This is an optimization exercise on Yosys and OpenROAD, whose aim is small area, not a production implementation.
Where RTL was checked, it was by simulation tests only, not by an equivalence proof against the original.
Power figures rest on the tool's default switching activity, not on a simulated workload.

the previous run:
==> flow/design.v (excerpt) <==
module fir #(parameter DWIDTH = 16)
(
  input clk,
  input rstn,
  input signed [DWIDTH-1:0] i_data,
  output signed [(2*DWIDTH)-1:0] o_data
);
reg [15:0] d [0:26];
reg [4:0] cnt;       
reg [31:0] acc;
integer m;
always @(posedge clk) begin
  d[0] <= i_data;
  for (m = 1; m < 27; m = m + 1) d[m] <= d[m-1];
end
always @(posedge clk) begin
  if (!rstn)          cnt <= 5'd0;
  else if (cnt != 28) cnt <= cnt + 5'd1;
end
reg v14, v15, v17, v19, v21, v23, v25, v27;
always @(posedge clk) begin
  v14 <= rstn && cnt >= 5'd13;
  v15 <= rstn && cnt >= 5'd14;
  v17 <= rstn && cnt >= 5'd16;
  v19 <= rstn && cnt >= 5'd18;
  v21 <= rstn && cnt >= 5'd20;
  v23 <= rstn && cnt >= 5'd22;
  v25 <= rstn && cnt >= 5'd24;
  v27 <= rstn && cnt >= 5'd26;
end
wire [15:0] u0 = ~d[12];
wire [15:0] u2 = (d[14] & {16{v15}});
wire [15:0] u4 = ~(d[16] & {16{v17}});
wire [15:0] u6 = (d[18] & {16{v19}});
wire [15:0] u8 = (d[20] & {16{v21}});
wire [15:0] u10 = ~(d[22] & {16{v23}});
wire [15:0] u12 = (d[24] & {16{v25}});
wire [15:0] u14 = ~(d[26] & {16{v27}});
wire a_n1 = ~u0[15];
wire a_n2 = ~u14[15];
wire a_s3, a_c4;
fir_ha u_a_s3 (.a(u0[0]), .b(u14[0]), .s(a_s3), .co(a_c4));
wire a_s5, a_c6;
fir_fa u_a_s5 (.a(u0[1]), .b(u14[1]), .c(a_c4), .s(a_s5), .co(a_c6));
wire a_s7, a_c8;
fir_fa u_a_s7 (.a(u0[2]), .b(u14[2]), .c(a_c6), .s(a_s7), .co(a_c8));
wire a_s9, a_c10;
fir_fa u_a_s9 (.a(u0[3]), .b(u14[3]), .c(a_c8), .s(a_s9), .co(a_c10));
wire a_s11, a_c12;
fir_fa u_a_s11 (.a(u0[4]), .b(u14[4]), .c(a_c10), .s(a_s11), .co(a_c12));
wire a_s13, a_c14;
fir_fa u_a_s13 (.a(u0[5]), .b(u14[5]), .c(a_c12), .s(a_s13), .co(a_c14));
wire a_s15, a_c16;
fir_fa u_a_s15 (.a(u0[6]), .b(u14[6]), .c(a_c14), .s(a_s15), .co(a_c16));
wire a_s17, a_c18;
fir_fa u_a_s17 (.a(u0[7]), .b(u14[7]), .c(a_c16), .s(a_s17), .co(a_c18));
wire a_s19, a_c20;
fir_fa u_a_s19 (.a(u0[8]), .b(u14[8]), .c(a_c18), .s(a_s19), .co(a_c20));
wire a_s21, a_c22;
fir_fa u_a_s21 (.a(u0[9]), .b(u14[9]), .c(a_c20), .s(a_s21), .co(a_c22));
wire a_s23, a_c24;
fir_fa u_a_s23 (.a(u0[10]), .b(u14[10]), .c(a_c22), .s(a_s23), .co(a_c24));
wire a_s25, a_c26;
fir_fa u_a_s25 (.a(u0[11]), .b(u14[11]), .c(a_c24), .s(a_s25), .co(a_c26));
wire a_s27, a_c28;
fir_fa u_a_s27 (.a(u0[12]), .b(u14[12]), .c(a_c26), .s(a_s27), .co(a_c28));
wire a_s29, a_c30;
  ...
Size in the first run: roughly 1300 cells after synthesis, roughly 560 flip-flops, roughly 20000 µm² of cells after synthesis.
==> flow/config.mk <==
export PLATFORM = sky130hd
export DESIGN_NAME = fir
export DESIGN_NICKNAME = fir
export VERILOG_FILES = /design/flow/design.v
export SDC_FILE = /design/flow/constraint.sdc
export NUM_CORES = 4
export LEC_CHECK = 0
export CAP_MARGIN = 20
export CORE_MARGIN = 2
export CORE_UTILIZATION = 40
export SLEW_MARGIN = 20
export SYNTH_HIERARCHICAL = 1
export SYNTH_MINIMUM_KEEP_SIZE = 0
==> flow/constraint.sdc <==
create_clock -name core_clock -period 8.0 [get_ports {clk}]
set_input_delay 1.6000 -clock core_clock [delete_from_list [all_inputs] [get_ports {clk}]]
set_output_delay 1.6000 -clock core_clock [all_outputs]
set_load 0.01 [all_outputs]
standard.sh (not shown) runs the stock make flow with config.mk's settings and CLKGATE_MAP_FILE= SYNTH_SCRIPT=/design/flow/synth_recipe.tcl, a recipe that flattens the netlist after the stock synthesis.
==> flow/flow/run.sh <==
#!/bin/bash
set -euo pipefail
cd "$(dirname "$0")/.."
export CTS_ARGS="-sink_clustering_enable -repair_clock_nets -dont_use_dummy_load -sink_clustering_size 18 -sink_clustering_max_diameter 70 -buf_list {sky130_fd_sc_hd__clkbuf_8}"
export BUFFER_PORTS_ARGS="-buffer_cell sky130_fd_sc_hd__buf_1"
bash standard.sh > flow_make.log 2>&1
The previous run closes out successfully: all stages finished, all timing, DRC and antenna checks passed.
Setup changes, the previous run to the current run
- an added GPL_TIMING_DRIVEN of 0
## What came out
Across both runs, final estimated routing congestion in global placement was lower for the current run than for the previous run.
Worst setup slack after placement: the current run vs the previous run down 210 ps
Data required time of the critical path of the current run is on par with the previous run.
The current run has number of cells in the design after placement above what the previous run had.
From the current run to the previous run, hold-critical path depth did not move at all.
Status: placed standard-cell area parity (the current run, the previous run)
Any difference in clock power between the current run and the previous run is small enough to ignore.
Compared with the previous run, the current run shows critical path data arrival time higher by 70 ps.
Looking at clock power share, the current run sits 0.2 points above the previous run.
The final design area excluding fillers on the previous run is in line with that on the current run.
No functional check of the RTL was part of any run of this note.


run E:
Another version of the RTL of fir (not shown whole).
Size in the first run: about 1300 cells after synthesis, about 550 flip-flops, ~50 I/O pins.
clock: 8.0 ns
lec_check: 0
cap_margin: 20
core_margin: 2
core_utilization: 55
slew_margin: 20
synth_hierarchical: 1
synth_minimum_keep_size: 0
Scripts as last shown in full above: flow/flow/run.sh
Run E: flow completed, timing, DRC and antenna clean
Relative to run E, the following input files were edited for run A:
- changing CORE_UTILIZATION from 55 to 40
Results
- Number of global-route vias before repair for run A: 3.3% up relative to run E
- | full die area | run A vs run E | worse |
- [compare] base=run E new=run A: cell area increased 0.96%, setup slack increased 10 ps, overall power of the completed layout increased about 0.4%, fraction of the yosys area taken by sequential cells essentially unchanged, fmax essentially unchanged.
- Run A against run E: hold slack fell 4.7 ps; power share of the clock group rose 0.4 points; final routed wire length divided by cell count fell about 7%; number of CTS-inserted buffers rose 1.

static timing again, ports no longer ideal:
Ports are ideal in the flow. The routed layouts listed here were re-timed in OpenROAD.
Step 1 assumes that a clkbuf_16 drives the clock port and a buf_2 every other input.
Step 2 adds t to the input delays and takes it off the output delays; t is the mean of the earliest and latest rising clock arrival at the registers after step 1. Input paths then give back, and output paths get back, about the clock's delay inside the block.
a / b / c = ideal / step 1 / step 2; a / b = the first two.
run	t (ns)	setup WS [ns]	hold slack, ns	worst register clock-pin slew, ns	cell pins on the clock port's net
the previous run	0.637	0.419 / 0.419 / 0.419	0.291 / 0.291 / 0.291	0.11 / 0.11	1
the current run	0.638	0.361 / 0.361 / 0.361	0.269 / 0.269 / 0.269	0.11 / 0.11	1
run E	0.621	0.252 / 0.252 / 0.252	0.314 / 0.314 / 0.314	0.11 / 0.11	1
run A	0.646	0.262 / 0.262 / 0.262	0.310 / 0.310 / 0.310	0.11 / 0.11	1
After both steps every run listed still meets setup and hold.
